Background: an optimization exercise with open tools, aiming at small area, a short achievable clock period and few clock cycles. Do not read the settings as production practice.

==> exp/delta <==
## viterbi_top
module viterbi_top #(
    parameter N = 8,    
    parameter I = 3,    
    parameter K = 3,    
    parameter W = 16    
)(
    input                      clk,
    input                      rst_n,
    input                      start,
    input  [2:0]               length,
    input  [1:0]               obs_in,
    input                      obs_valid,
    input  signed [W-1:0]      logA_0,  logA_1,  logA_2,
    input  signed [W-1:0]      logA_3,  logA_4,  logA_5,
    input  signed [W-1:0]      logA_6,  logA_7,  logA_8,
    input  signed [W-1:0]      logC_0,  logC_1,  logC_2,
    input  signed [W-1:0]      logB_0,  logB_1,  logB_2,
    input  signed [W-1:0]      logB_3,  logB_4,  logB_5,
    input  signed [W-1:0]      logB_6,  logB_7,  logB_8,
    output [1:0]               path_0,
    output [1:0]               path_1,
    output [1:0]               path_2,
    output [1:0]               path_3,
    output [1:0]               path_4,
    output [1:0]               path_5,
    output [1:0]               path_6,
    output [1:0]               path_7,
    output reg                 done
);
  reg        busy;           
  reg  [2:0] cnt;            
  reg signed [W-1:0] delta_0, delta_1, delta_2;
  reg [13:0] surv_0, surv_1, surv_2;
  wire step = busy & obs_valid;
  wire last = ((cnt + 3'd1) == length);
  wire load = start | step;
  always @(posedge clk or negedge rst_n) begin
    if (!rst_n) begin
      busy <= 1'b0;
      done <= 1'b0;
      cnt  <= 3'd0;
    end else if (start) begin
      busy <= (length != 3'd1);
      done <= (length == 3'd1);
      cnt  <= 3'd1;
    end else if (step) begin
      cnt <= cnt + 3'd1;
      if (last) begin
        busy <= 1'b0;
        done <= 1'b1;
      end
    end
  end
  reg signed [W-1:0] e_0, e_1, e_2;
  always @(*) begin
    case (obs_in)
  ...
Settings: LEC_CHECK=0, ABC_AREA=1, CAP_MARGIN=20, CORE_MARGIN=2, CORE_UTILIZATION=40, SLEW_MARGIN=20; clock period 12.0 ns.
standard.sh (not shown) runs the stock make flow with config.mk's settings and CLKGATE_MAP_FILE= SYNTH_SCRIPT=/design/flow/synth_recipe.tcl, a recipe that flattens the netlist after the stock synthesis.
==> flow/flow/run.sh <==
#!/bin/bash
# The standard layout (standard.sh), with plain buffers on the ports and
# timing repair aimed below the clock period.
set -euo pipefail
bash standard.sh \
  "BUFFER_PORTS_ARGS=-buffer_cell sky130_fd_sc_hd__buf_2" \
  SETUP_SLACK_MARGIN=6.5  \
  finish > standard.log 2>&1
==> exp/xenon (differences from exp/delta) <==
--- a/flow/design.v
+++ b/flow/design.v
@@ -55,19 +55,21 @@
   reg signed [W-1:0] e_0, e_1, e_2;
   always @(*) begin
     case (obs_in)
       2'd1:    begin e_0 = logB_1; e_1 = logB_4; e_2 = logB_7; end
       2'd2:    begin e_0 = logB_2; e_1 = logB_5; e_2 = logB_8; end
       default: begin e_0 = logB_0; e_1 = logB_3; e_2 = logB_6; end
     endcase
   end
+  wire [15:0] a00 = busy ? logA_0 : logC_0;
+  wire [15:0] d00 = busy ? delta_0 : 16'd0;
   wire [15:0] c00;
-  wire [15:0] c00_p = delta_0 ^ logA_0;
-  wire [15:0] c00_g = delta_0 & logA_0;
+  wire [15:0] c00_p = d00 ^ a00;
+  wire [15:0] c00_g = d00 & a00;
   wire c00_G0_1 = c00_g[1] | (c00_p[1] & c00_g[0]);
   wire c00_P0_1 = c00_p[1] & c00_p[0];
   wire c00_G0_3 = c00_g[3] | (c00_p[3] & c00_g[2]);
   wire c00_P0_3 = c00_p[3] & c00_p[2];
   wire c00_G0_5 = c00_g[5] | (c00_p[5] & c00_g[4]);
   wire c00_P0_5 = c00_p[5] & c00_p[4];
   wire c00_G0_7 = c00_g[7] | (c00_p[7] & c00_g[6]);
   wire c00_P0_7 = c00_p[7] & c00_p[6];
@@ -130,19 +132,21 @@
   assign c00[8] = c00_p[8] ^ c00_G2_7;
   assign c00[9] = c00_p[9] ^ c00_G3_8;
   assign c00[10] = c00_p[10] ^ c00_G3_9;
   assign c00[11] = c00_p[11] ^ c00_G3_10;
   assign c00[12] = c00_p[12] ^ c00_G3_11;
   assign c00[13] = c00_p[13] ^ c00_G3_12;
   assign c00[14] = c00_p[14] ^ c00_G3_13;
   assign c00[15] = c00_p[15] ^ c00_G3_14;
+  wire [15:0] a01 = busy ? logA_1 : logC_1;
+  wire [15:0] d01 = busy ? delta_0 : 16'd0;
   wire [15:0] c01;
-  wire [15:0] c01_p = delta_0 ^ logA_1;
-  wire [15:0] c01_g = delta_0 & logA_1;
+  wire [15:0] c01_p = d01 ^ a01;
+  wire [15:0] c01_g = d01 & a01;
   wire c01_G0_1 = c01_g[1] | (c01_p[1] & c01_g[0]);
   wire c01_P0_1 = c01_p[1] & c01_p[0];
   wire c01_G0_3 = c01_g[3] | (c01_p[3] & c01_g[2]);
   wire c01_P0_3 = c01_p[3] & c01_p[2];
   wire c01_G0_5 = c01_g[5] | (c01_p[5] & c01_g[4]);
   wire c01_P0_5 = c01_p[5] & c01_p[4];
   wire c01_G0_7 = c01_g[7] | (c01_p[7] & c01_g[6]);
   wire c01_P0_7 = c01_p[7] & c01_p[6];
@@ -205,19 +209,21 @@
   assign c01[8] = c01_p[8] ^ c01_G2_7;
   assign c01[9] = c01_p[9] ^ c01_G3_8;
   assign c01[10] = c01_p[10] ^ c01_G3_9;
   assign c01[11] = c01_p[11] ^ c01_G3_10;
   assign c01[12] = c01_p[12] ^ c01_G3_11;
   assign c01[13] = c01_p[13] ^ c01_G3_12;
   assign c01[14] = c01_p[14] ^ c01_G3_13;
   assign c01[15] = c01_p[15] ^ c01_G3_14;
+  wire [15:0] a02 = busy ? logA_2 : logC_2;
+  wire [15:0] d02 = busy ? delta_0 : 16'd0;
   wire [15:0] c02;
-  wire [15:0] c02_p = delta_0 ^ logA_2;
-  wire [15:0] c02_g = delta_0 & logA_2;
+  wire [15:0] c02_p = d02 ^ a02;
+  wire [15:0] c02_g = d02 & a02;
   wire c02_G0_1 = c02_g[1] | (c02_p[1] & c02_g[0]);
   wire c02_P0_1 = c02_p[1] & c02_p[0];
   wire c02_G0_3 = c02_g[3] | (c02_p[3] & c02_g[2]);
   wire c02_P0_3 = c02_p[3] & c02_p[2];
   wire c02_G0_5 = c02_g[5] | (c02_p[5] & c02_g[4]);
   wire c02_P0_5 = c02_p[5] & c02_p[4];
   wire c02_G0_7 = c02_g[7] | (c02_p[7] & c02_g[6]);
   wire c02_P0_7 = c02_p[7] & c02_p[6];
@@ -828,20 +834,19 @@
   wire g21_0_g2_0 = g21_0_g1_2 | (g21_0_p1_2 & g21_0_g1_0);
   wire g21_0_p2_0 = g21_0_p1_2 & g21_0_p1_0;
   wire g21_0_g2_2 = g21_0_g1_6 | (g21_0_p1_6 & g21_0_g1_4);
   wire g21_0_p2_2 = g21_0_p1_6 & g21_0_p1_4;
   wire g21_0_g3_0 = g21_0_g2_2 | (g21_0_p2_2 & g21_0_g2_0);
   wire g21_0 = g21_0_g3_0;
   wire s2_0 = busy & (g10_0 ? g21_0 : g20_0);
   wire s1_0 = busy & g10_0 & ~g21_0;
-  wire [15:0] u00 = busy ? c00 : logC_0;
   wire [15:0] t00;
-  wire [15:0] t00_p = u00 ^ e_0;
-  wire [15:0] t00_g = u00 & e_0;
+  wire [15:0] t00_p = c00 ^ e_0;
+  wire [15:0] t00_g = c00 & e_0;
   wire t00_G0_1 = t00_g[1] | (t00_p[1] & t00_g[0]);
   wire t00_P0_1 = t00_p[1] & t00_p[0];
   wire t00_G0_3 = t00_g[3] | (t00_p[3] & t00_g[2]);
   wire t00_P0_3 = t00_p[3] & t00_p[2];
   wire t00_G0_5 = t00_g[5] | (t00_p[5] & t00_g[4]);
   wire t00_P0_5 = t00_p[5] & t00_p[4];
   wire t00_G0_7 = t00_g[7] | (t00_p[7] & t00_g[6]);
   wire t00_P0_7 = t00_p[7] & t00_p[6];
@@ -1153,20 +1158,19 @@
   wire g21_1_g2_0 = g21_1_g1_2 | (g21_1_p1_2 & g21_1_g1_0);
   wire g21_1_p2_0 = g21_1_p1_2 & g21_1_p1_0;
   wire g21_1_g2_2 = g21_1_g1_6 | (g21_1_p1_6 & g21_1_g1_4);
   wire g21_1_p2_2 = g21_1_p1_6 & g21_1_p1_4;
   wire g21_1_g3_0 = g21_1_g2_2 | (g21_1_p2_2 & g21_1_g2_0);
   wire g21_1 = g21_1_g3_0;
   wire s2_1 = busy & (g10_1 ? g21_1 : g20_1);
   wire s1_1 = busy & g10_1 & ~g21_1;
-  wire [15:0] u01 = busy ? c01 : logC_1;
   wire [15:0] t01;
-  wire [15:0] t01_p = u01 ^ e_1;
-  wire [15:0] t01_g = u01 & e_1;
+  wire [15:0] t01_p = c01 ^ e_1;
+  wire [15:0] t01_g = c01 & e_1;
   wire t01_G0_1 = t01_g[1] | (t01_p[1] & t01_g[0]);
   wire t01_P0_1 = t01_p[1] & t01_p[0];
   wire t01_G0_3 = t01_g[3] | (t01_p[3] & t01_g[2]);
   wire t01_P0_3 = t01_p[3] & t01_p[2];
   wire t01_G0_5 = t01_g[5] | (t01_p[5] & t01_g[4]);
   wire t01_P0_5 = t01_p[5] & t01_p[4];
   wire t01_G0_7 = t01_g[7] | (t01_p[7] & t01_g[6]);
   wire t01_P0_7 = t01_p[7] & t01_p[6];
@@ -1478,20 +1482,19 @@
   wire g21_2_g2_0 = g21_2_g1_2 | (g21_2_p1_2 & g21_2_g1_0);
   wire g21_2_p2_0 = g21_2_p1_2 & g21_2_p1_0;
   wire g21_2_g2_2 = g21_2_g1_6 | (g21_2_p1_6 & g21_2_g1_4);
   wire g21_2_p2_2 = g21_2_p1_6 & g21_2_p1_4;
   wire g21_2_g3_0 = g21_2_g2_2 | (g21_2_p2_2 & g21_2_g2_0);
   wire g21_2 = g21_2_g3_0;
   wire s2_2 = busy & (g10_2 ? g21_2 : g20_2);
   wire s1_2 = busy & g10_2 & ~g21_2;
-  wire [15:0] u02 = busy ? c02 : logC_2;
   wire [15:0] t02;
-  wire [15:0] t02_p = u02 ^ e_2;
-  wire [15:0] t02_g = u02 & e_2;
+  wire [15:0] t02_p = c02 ^ e_2;
+  wire [15:0] t02_g = c02 & e_2;
   wire t02_G0_1 = t02_g[1] | (t02_p[1] & t02_g[0]);
   wire t02_P0_1 = t02_p[1] & t02_p[0];
   wire t02_G0_3 = t02_g[3] | (t02_p[3] & t02_g[2]);
   wire t02_P0_3 = t02_p[3] & t02_p[2];
   wire t02_G0_5 = t02_g[5] | (t02_p[5] & t02_g[4]);
   wire t02_P0_5 = t02_p[5] & t02_p[4];
   wire t02_G0_7 = t02_g[7] | (t02_p[7] & t02_g[6]);
   wire t02_P0_7 = t02_p[7] & t02_p[6];
==> flow/run.sh (new file) <==
#!/bin/bash
# synth_recipe.tcl (not shown) runs the flow's synth.tcl, then flattens the netlist and writes it again
# the make line also repeats each setting of config.mk as NAME=value (left out here)
make -C /OpenROAD-flow-scripts/flow DESIGN_CONFIG=/design/flow/config.mk WORK_HOME=/design/flow/orfs CLKGATE_MAP_FILE= SYNTH_SCRIPT=/design/flow/synth_recipe.tcl finish
SETUP_SLACK_MARGIN = 5   (was unset)
removed: flow/flow/run.sh
removed: flow/standard.sh
==> reports/results.ini <==
[status]
outcome = timing/DRC/antenna clean

[final_layout]
regArea_um2 = 2829
nNonClkBuffers = 607

[placed_design]
placed_cells = 4541

[logic_synthesis]
synth.net_count = 4217

[worst_setup_path]
worstPathRequired_ns = 12.15

[sta]
finalWorstSetupSlack_ns = 6.294

The numbers above come from exp/delta.

==> reports/results.ini <==
[logic_synthesis]
synth.avg_cell_area_um2 = 6.145
synth.net_count = 4274
synthSimpleGateAreaFrac = 0.3671

[placed_design]
placed_cells = 4655
gp_congestion = 0.9495

[grt]
grt_util_met3 = 0.03584

[worst_setup_path]
worstPathRequired_ns = 12.24
path_class = input pin to flip-flop

[final_layout]
nNonClkBuffers = 393
layout_common_cells = nand2_1 (1,214), inv_1 (554), clkdlybuf4s50_1 (361)

[status]
outcome = timing/DRC/antenna clean

The numbers above come from exp/xenon.

Function was not checked in any run of this note: the RTL went through the layout flow alone.

* * *

==> trial 60: inputs <==
Another version of the RTL of viterbi_top (not shown whole).
Settings: LEC_CHECK=0, ABC_AREA=1, CAP_MARGIN=20, CORE_MARGIN=2, CORE_UTILIZATION=40, SLEW_MARGIN=20; clock period 12.0 ns.
==> flow/flow/run.sh <==
#!/bin/bash
# The standard layout (standard.sh), with plain buffers on the ports and
# timing repair aimed below the clock period.
set -euo pipefail
bash standard.sh \
  "BUFFER_PORTS_ARGS=-buffer_cell sky130_fd_sc_hd__buf_2" \
  SETUP_SLACK_MARGIN=6.5  \
  finish > standard.log 2>&1
==> trial 11 (differences from trial 60) <==
--- a/flow/design.v
+++ b/flow/design.v
@@ -55,39 +55,21 @@
   reg signed [W-1:0] e_0, e_1, e_2;
   always @(*) begin
     case (obs_in)
       2'd1:    begin e_0 = logB_1; e_1 = logB_4; e_2 = logB_7; end
       2'd2:    begin e_0 = logB_2; e_1 = logB_5; e_2 = logB_8; end
       default: begin e_0 = logB_0; e_1 = logB_3; e_2 = logB_6; end
     endcase
   end
-  reg [15:0] ra_0;
-  reg [15:0] ra_1;
-  reg [15:0] ra_2;
-  reg [15:0] ra_3;
-  reg [15:0] ra_4;
-  reg [15:0] ra_5;
-  reg [15:0] ra_6;
-  reg [15:0] ra_7;
-  reg [15:0] ra_8;
-  always @(posedge clk) begin
-    ra_0 <= logA_0;
-    ra_1 <= logA_1;
-    ra_2 <= logA_2;
-    ra_3 <= logA_3;
-    ra_4 <= logA_4;
-    ra_5 <= logA_5;
-    ra_6 <= logA_6;
-    ra_7 <= logA_7;
-    ra_8 <= logA_8;
-  end
+  wire [15:0] a00 = busy ? logA_0 : logC_0;
+  wire [15:0] d00 = busy ? delta_0 : 16'd0;
   wire [15:0] c00;
-  wire [15:0] c00_p = delta_0 ^ ra_0;
-  wire [15:0] c00_g = delta_0 & ra_0;
+  wire [15:0] c00_p = d00 ^ a00;
+  wire [15:0] c00_g = d00 & a00;
   wire c00_G0_1 = c00_g[1] | (c00_p[1] & c00_g[0]);
   wire c00_P0_1 = c00_p[1] & c00_p[0];
   wire c00_G0_3 = c00_g[3] | (c00_p[3] & c00_g[2]);
   wire c00_P0_3 = c00_p[3] & c00_p[2];
   wire c00_G0_5 = c00_g[5] | (c00_p[5] & c00_g[4]);
   wire c00_P0_5 = c00_p[5] & c00_p[4];
   wire c00_G0_7 = c00_g[7] | (c00_p[7] & c00_g[6]);
   wire c00_P0_7 = c00_p[7] & c00_p[6];
@@ -150,19 +132,21 @@
   assign c00[8] = c00_p[8] ^ c00_G2_7;
   assign c00[9] = c00_p[9] ^ c00_G3_8;
   assign c00[10] = c00_p[10] ^ c00_G3_9;
   assign c00[11] = c00_p[11] ^ c00_G3_10;
   assign c00[12] = c00_p[12] ^ c00_G3_11;
   assign c00[13] = c00_p[13] ^ c00_G3_12;
   assign c00[14] = c00_p[14] ^ c00_G3_13;
   assign c00[15] = c00_p[15] ^ c00_G3_14;
+  wire [15:0] a01 = busy ? logA_1 : logC_1;
+  wire [15:0] d01 = busy ? delta_0 : 16'd0;
   wire [15:0] c01;
-  wire [15:0] c01_p = delta_0 ^ ra_1;
-  wire [15:0] c01_g = delta_0 & ra_1;
+  wire [15:0] c01_p = d01 ^ a01;
+  wire [15:0] c01_g = d01 & a01;
   wire c01_G0_1 = c01_g[1] | (c01_p[1] & c01_g[0]);
   wire c01_P0_1 = c01_p[1] & c01_p[0];
   wire c01_G0_3 = c01_g[3] | (c01_p[3] & c01_g[2]);
   wire c01_P0_3 = c01_p[3] & c01_p[2];
   wire c01_G0_5 = c01_g[5] | (c01_p[5] & c01_g[4]);
   wire c01_P0_5 = c01_p[5] & c01_p[4];
   wire c01_G0_7 = c01_g[7] | (c01_p[7] & c01_g[6]);
   wire c01_P0_7 = c01_p[7] & c01_p[6];
@@ -225,19 +209,21 @@
   assign c01[8] = c01_p[8] ^ c01_G2_7;
   assign c01[9] = c01_p[9] ^ c01_G3_8;
   assign c01[10] = c01_p[10] ^ c01_G3_9;
   assign c01[11] = c01_p[11] ^ c01_G3_10;
   assign c01[12] = c01_p[12] ^ c01_G3_11;
   assign c01[13] = c01_p[13] ^ c01_G3_12;
   assign c01[14] = c01_p[14] ^ c01_G3_13;
   assign c01[15] = c01_p[15] ^ c01_G3_14;
+  wire [15:0] a02 = busy ? logA_2 : logC_2;
+  wire [15:0] d02 = busy ? delta_0 : 16'd0;
   wire [15:0] c02;
-  wire [15:0] c02_p = delta_0 ^ ra_2;
-  wire [15:0] c02_g = delta_0 & ra_2;
+  wire [15:0] c02_p = d02 ^ a02;
+  wire [15:0] c02_g = d02 & a02;
   wire c02_G0_1 = c02_g[1] | (c02_p[1] & c02_g[0]);
   wire c02_P0_1 = c02_p[1] & c02_p[0];
   wire c02_G0_3 = c02_g[3] | (c02_p[3] & c02_g[2]);
   wire c02_P0_3 = c02_p[3] & c02_p[2];
   wire c02_G0_5 = c02_g[5] | (c02_p[5] & c02_g[4]);
   wire c02_P0_5 = c02_p[5] & c02_p[4];
   wire c02_G0_7 = c02_g[7] | (c02_p[7] & c02_g[6]);
   wire c02_P0_7 = c02_p[7] & c02_p[6];
@@ -301,18 +287,18 @@
   assign c02[9] = c02_p[9] ^ c02_G3_8;
   assign c02[10] = c02_p[10] ^ c02_G3_9;
   assign c02[11] = c02_p[11] ^ c02_G3_10;
   assign c02[12] = c02_p[12] ^ c02_G3_11;
   assign c02[13] = c02_p[13] ^ c02_G3_12;
   assign c02[14] = c02_p[14] ^ c02_G3_13;
   assign c02[15] = c02_p[15] ^ c02_G3_14;
   wire [15:0] c10;
-  wire [15:0] c10_p = delta_1 ^ ra_3;
-  wire [15:0] c10_g = delta_1 & ra_3;
+  wire [15:0] c10_p = delta_1 ^ logA_3;
+  wire [15:0] c10_g = delta_1 & logA_3;
   wire c10_G0_1 = c10_g[1] | (c10_p[1] & c10_g[0]);
   wire c10_P0_1 = c10_p[1] & c10_p[0];
   wire c10_G0_3 = c10_g[3] | (c10_p[3] & c10_g[2]);
   wire c10_P0_3 = c10_p[3] & c10_p[2];
   wire c10_G0_5 = c10_g[5] | (c10_p[5] & c10_g[4]);
   wire c10_P0_5 = c10_p[5] & c10_p[4];
   wire c10_G0_7 = c10_g[7] | (c10_p[7] & c10_g[6]);
   wire c10_P0_7 = c10_p[7] & c10_p[6];
@@ -376,18 +362,18 @@
   assign c10[9] = c10_p[9] ^ c10_G3_8;
   assign c10[10] = c10_p[10] ^ c10_G3_9;
   assign c10[11] = c10_p[11] ^ c10_G3_10;
   assign c10[12] = c10_p[12] ^ c10_G3_11;
   assign c10[13] = c10_p[13] ^ c10_G3_12;
   assign c10[14] = c10_p[14] ^ c10_G3_13;
   assign c10[15] = c10_p[15] ^ c10_G3_14;
   wire [15:0] c11;
-  wire [15:0] c11_p = delta_1 ^ ra_4;
-  wire [15:0] c11_g = delta_1 & ra_4;
+  wire [15:0] c11_p = delta_1 ^ logA_4;
+  wire [15:0] c11_g = delta_1 & logA_4;
   wire c11_G0_1 = c11_g[1] | (c11_p[1] & c11_g[0]);
   wire c11_P0_1 = c11_p[1] & c11_p[0];
   wire c11_G0_3 = c11_g[3] | (c11_p[3] & c11_g[2]);
   wire c11_P0_3 = c11_p[3] & c11_p[2];
   wire c11_G0_5 = c11_g[5] | (c11_p[5] & c11_g[4]);
   wire c11_P0_5 = c11_p[5] & c11_p[4];
   wire c11_G0_7 = c11_g[7] | (c11_p[7] & c11_g[6]);
   wire c11_P0_7 = c11_p[7] & c11_p[6];
@@ -451,18 +437,18 @@
   assign c11[9] = c11_p[9] ^ c11_G3_8;
   assign c11[10] = c11_p[10] ^ c11_G3_9;
   assign c11[11] = c11_p[11] ^ c11_G3_10;
   assign c11[12] = c11_p[12] ^ c11_G3_11;
   assign c11[13] = c11_p[13] ^ c11_G3_12;
   assign c11[14] = c11_p[14] ^ c11_G3_13;
   assign c11[15] = c11_p[15] ^ c11_G3_14;
   wire [15:0] c12;
-  wire [15:0] c12_p = delta_1 ^ ra_5;
-  wire [15:0] c12_g = delta_1 & ra_5;
+  wire [15:0] c12_p = delta_1 ^ logA_5;
+  wire [15:0] c12_g = delta_1 & logA_5;
   wire c12_G0_1 = c12_g[1] | (c12_p[1] & c12_g[0]);
   wire c12_P0_1 = c12_p[1] & c12_p[0];
   wire c12_G0_3 = c12_g[3] | (c12_p[3] & c12_g[2]);
   wire c12_P0_3 = c12_p[3] & c12_p[2];
   wire c12_G0_5 = c12_g[5] | (c12_p[5] & c12_g[4]);
   wire c12_P0_5 = c12_p[5] & c12_p[4];
   wire c12_G0_7 = c12_g[7] | (c12_p[7] & c12_g[6]);
   wire c12_P0_7 = c12_p[7] & c12_p[6];
@@ -526,18 +512,18 @@
   assign c12[9] = c12_p[9] ^ c12_G3_8;
   assign c12[10] = c12_p[10] ^ c12_G3_9;
   assign c12[11] = c12_p[11] ^ c12_G3_10;
   assign c12[12] = c12_p[12] ^ c12_G3_11;
   assign c12[13] = c12_p[13] ^ c12_G3_12;
   assign c12[14] = c12_p[14] ^ c12_G3_13;
   assign c12[15] = c12_p[15] ^ c12_G3_14;
   wire [15:0] c20;
-  wire [15:0] c20_p = delta_2 ^ ra_6;
-  wire [15:0] c20_g = delta_2 & ra_6;
+  wire [15:0] c20_p = delta_2 ^ logA_6;
+  wire [15:0] c20_g = delta_2 & logA_6;
   wire c20_G0_1 = c20_g[1] | (c20_p[1] & c20_g[0]);
   wire c20_P0_1 = c20_p[1] & c20_p[0];
   wire c20_G0_3 = c20_g[3] | (c20_p[3] & c20_g[2]);
   wire c20_P0_3 = c20_p[3] & c20_p[2];
   wire c20_G0_5 = c20_g[5] | (c20_p[5] & c20_g[4]);
   wire c20_P0_5 = c20_p[5] & c20_p[4];
   wire c20_G0_7 = c20_g[7] | (c20_p[7] & c20_g[6]);
   wire c20_P0_7 = c20_p[7] & c20_p[6];
@@ -601,18 +587,18 @@
   assign c20[9] = c20_p[9] ^ c20_G3_8;
   assign c20[10] = c20_p[10] ^ c20_G3_9;
   assign c20[11] = c20_p[11] ^ c20_G3_10;
   assign c20[12] = c20_p[12] ^ c20_G3_11;
   assign c20[13] = c20_p[13] ^ c20_G3_12;
   assign c20[14] = c20_p[14] ^ c20_G3_13;
   assign c20[15] = c20_p[15] ^ c20_G3_14;
   wire [15:0] c21;
-  wire [15:0] c21_p = delta_2 ^ ra_7;
-  wire [15:0] c21_g = delta_2 & ra_7;
+  wire [15:0] c21_p = delta_2 ^ logA_7;
+  wire [15:0] c21_g = delta_2 & logA_7;
   wire c21_G0_1 = c21_g[1] | (c21_p[1] & c21_g[0]);
   wire c21_P0_1 = c21_p[1] & c21_p[0];
   wire c21_G0_3 = c21_g[3] | (c21_p[3] & c21_g[2]);
   wire c21_P0_3 = c21_p[3] & c21_p[2];
   wire c21_G0_5 = c21_g[5] | (c21_p[5] & c21_g[4]);
   wire c21_P0_5 = c21_p[5] & c21_p[4];
   wire c21_G0_7 = c21_g[7] | (c21_p[7] & c21_g[6]);
   wire c21_P0_7 = c21_p[7] & c21_p[6];
@@ -676,18 +662,18 @@
   assign c21[9] = c21_p[9] ^ c21_G3_8;
   assign c21[10] = c21_p[10] ^ c21_G3_9;
   assign c21[11] = c21_p[11] ^ c21_G3_10;
   assign c21[12] = c21_p[12] ^ c21_G3_11;
   assign c21[13] = c21_p[13] ^ c21_G3_12;
   assign c21[14] = c21_p[14] ^ c21_G3_13;
   assign c21[15] = c21_p[15] ^ c21_G3_14;
   wire [15:0] c22;
-  wire [15:0] c22_p = delta_2 ^ ra_8;
-  wire [15:0] c22_g = delta_2 & ra_8;
+  wire [15:0] c22_p = delta_2 ^ logA_8;
+  wire [15:0] c22_g = delta_2 & logA_8;
   wire c22_G0_1 = c22_g[1] | (c22_p[1] & c22_g[0]);
   wire c22_P0_1 = c22_p[1] & c22_p[0];
   wire c22_G0_3 = c22_g[3] | (c22_p[3] & c22_g[2]);
   wire c22_P0_3 = c22_p[3] & c22_p[2];
   wire c22_G0_5 = c22_g[5] | (c22_p[5] & c22_g[4]);
   wire c22_P0_5 = c22_p[5] & c22_p[4];
   wire c22_G0_7 = c22_g[7] | (c22_p[7] & c22_g[6]);
   wire c22_P0_7 = c22_p[7] & c22_p[6];
@@ -848,20 +834,19 @@
   wire g21_0_g2_0 = g21_0_g1_2 | (g21_0_p1_2 & g21_0_g1_0);
   wire g21_0_p2_0 = g21_0_p1_2 & g21_0_p1_0;
   wire g21_0_g2_2 = g21_0_g1_6 | (g21_0_p1_6 & g21_0_g1_4);
   wire g21_0_p2_2 = g21_0_p1_6 & g21_0_p1_4;
   wire g21_0_g3_0 = g21_0_g2_2 | (g21_0_p2_2 & g21_0_g2_0);
   wire g21_0 = g21_0_g3_0;
   wire s2_0 = busy & (g10_0 ? g21_0 : g20_0);
   wire s1_0 = busy & g10_0 & ~g21_0;
-  wire [15:0] u00 = busy ? c00 : logC_0;
   wire [15:0] t00;
-  wire [15:0] t00_p = u00 ^ e_0;
-  wire [15:0] t00_g = u00 & e_0;
+  wire [15:0] t00_p = c00 ^ e_0;
+  wire [15:0] t00_g = c00 & e_0;
   wire t00_G0_1 = t00_g[1] | (t00_p[1] & t00_g[0]);
   wire t00_P0_1 = t00_p[1] & t00_p[0];
   wire t00_G0_3 = t00_g[3] | (t00_p[3] & t00_g[2]);
   wire t00_P0_3 = t00_p[3] & t00_p[2];
   wire t00_G0_5 = t00_g[5] | (t00_p[5] & t00_g[4]);
   wire t00_P0_5 = t00_p[5] & t00_p[4];
   wire t00_G0_7 = t00_g[7] | (t00_p[7] & t00_g[6]);
   wire t00_P0_7 = t00_p[7] & t00_p[6];
@@ -1173,20 +1158,19 @@
   wire g21_1_g2_0 = g21_1_g1_2 | (g21_1_p1_2 & g21_1_g1_0);
   wire g21_1_p2_0 = g21_1_p1_2 & g21_1_p1_0;
   wire g21_1_g2_2 = g21_1_g1_6 | (g21_1_p1_6 & g21_1_g1_4);
   wire g21_1_p2_2 = g21_1_p1_6 & g21_1_p1_4;
   wire g21_1_g3_0 = g21_1_g2_2 | (g21_1_p2_2 & g21_1_g2_0);
   wire g21_1 = g21_1_g3_0;
   wire s2_1 = busy & (g10_1 ? g21_1 : g20_1);
   wire s1_1 = busy & g10_1 & ~g21_1;
-  wire [15:0] u01 = busy ? c01 : logC_1;
   wire [15:0] t01;
-  wire [15:0] t01_p = u01 ^ e_1;
-  wire [15:0] t01_g = u01 & e_1;
+  wire [15:0] t01_p = c01 ^ e_1;
+  wire [15:0] t01_g = c01 & e_1;
   wire t01_G0_1 = t01_g[1] | (t01_p[1] & t01_g[0]);
   wire t01_P0_1 = t01_p[1] & t01_p[0];
   wire t01_G0_3 = t01_g[3] | (t01_p[3] & t01_g[2]);
   wire t01_P0_3 = t01_p[3] & t01_p[2];
   wire t01_G0_5 = t01_g[5] | (t01_p[5] & t01_g[4]);
   wire t01_P0_5 = t01_p[5] & t01_p[4];
   wire t01_G0_7 = t01_g[7] | (t01_p[7] & t01_g[6]);
   wire t01_P0_7 = t01_p[7] & t01_p[6];
@@ -1498,20 +1482,19 @@
   wire g21_2_g2_0 = g21_2_g1_2 | (g21_2_p1_2 & g21_2_g1_0);
   wire g21_2_p2_0 = g21_2_p1_2 & g21_2_p1_0;
   wire g21_2_g2_2 = g21_2_g1_6 | (g21_2_p1_6 & g21_2_g1_4);
   wire g21_2_p2_2 = g21_2_p1_6 & g21_2_p1_4;
   wire g21_2_g3_0 = g21_2_g2_2 | (g21_2_p2_2 & g21_2_g2_0);
   wire g21_2 = g21_2_g3_0;
   wire s2_2 = busy & (g10_2 ? g21_2 : g20_2);
   wire s1_2 = busy & g10_2 & ~g21_2;
-  wire [15:0] u02 = busy ? c02 : logC_2;
   wire [15:0] t02;
-  wire [15:0] t02_p = u02 ^ e_2;
-  wire [15:0] t02_g = u02 & e_2;
+  wire [15:0] t02_p = c02 ^ e_2;
+  wire [15:0] t02_g = c02 & e_2;
   wire t02_G0_1 = t02_g[1] | (t02_p[1] & t02_g[0]);
   wire t02_P0_1 = t02_p[1] & t02_p[0];
   wire t02_G0_3 = t02_g[3] | (t02_p[3] & t02_g[2]);
   wire t02_P0_3 = t02_p[3] & t02_p[2];
   wire t02_G0_5 = t02_g[5] | (t02_p[5] & t02_g[4]);
   wire t02_P0_5 = t02_p[5] & t02_p[4];
   wire t02_G0_7 = t02_g[7] | (t02_p[7] & t02_g[6]);
   wire t02_P0_7 = t02_p[7] & t02_p[6];
==> flow/run.sh (new file) <==
#!/bin/bash
# synth_recipe.tcl (not shown) runs the flow's synth.tcl, then flattens the netlist and writes it again
# the make line also repeats each setting of config.mk as NAME=value (left out here)
make -C /OpenROAD-flow-scripts/flow DESIGN_CONFIG=/design/flow/config.mk WORK_HOME=/design/flow/orfs CLKGATE_MAP_FILE= SYNTH_SCRIPT=/design/flow/synth_recipe.tcl finish
SETUP_SLACK_MARGIN = 4   (was default)
removed: flow/flow/run.sh
removed: flow/standard.sh
==> results.txt <==
	trial 11	trial 60
Total routed wirelength	84700 microns	94000 microns
Total of clock buffers placed in the layout	12	34
Clock transition at path regs	70 ps	60 ps
Count of multi-input combinational gates	2871	2840
Combined global-route utilization of all metal layers	29.4%	27.5%
Floorplan die width	239 microns	255 microns
Worst reg-to-reg path cell count	28	24
Pre-CTS setup slack	4260 ps	4900 ps
Layout buffer count excluding clock buffers	374	436
Outcome	timing/DRC/antenna clean	timing/DRC/antenna clean
Cell count after synthesis	3609	3724
Met3 global-route usage	3.48%	5.30%
Grt met2 use	48.7%	43.5%
Placed instance count	4655	4864
Net count after synthesis	4274	4395
Floorplan die area	57300 sq um	65000 sq um
Headroom to the max-slew limit	26.6%	19.4%
No run of this note included a check of the RTL's function; only the layout flow was run.

[what the ideal ports hide]
No port has a modelled driver above. Below, the same layouts with a new extraction and two added sets of constraints.
Step 1 sets driving cells, clkbuf_16 on the clock port and buf_2 on the other inputs (assumed; they add their load-dependent delay and slew).
Step 2, shift: input delay + t, output delay - t, t = (earliest + latest rising clock arrival at the registers) / 2. This alone moves slack from input paths to output paths.
Three values: ideal ports, drivers, drivers and shift; two values: the first two.
run | t (ns) | setup slack, ns | slew at the worst register clock pin (ns)
exp/delta | 0.450 | 6.294 / 6.306 / 5.856 | 0.09 / 0.09
exp/xenon | 0.435 | 5.268 / 5.302 / 4.868 | 0.08 / 0.08
trial 60 | 0.682 | 6.317 / 6.255 / 6.033 | 0.08 / 0.08
trial 11 | 0.433 | 4.544 / 4.570 / 4.137 | 0.08 / 0.08
After both steps setup and hold are still met in every run listed. For exp/delta, which loses most, drivers alone change the setup slack by +0.012 ns; drivers and shift together by -0.438 ns.
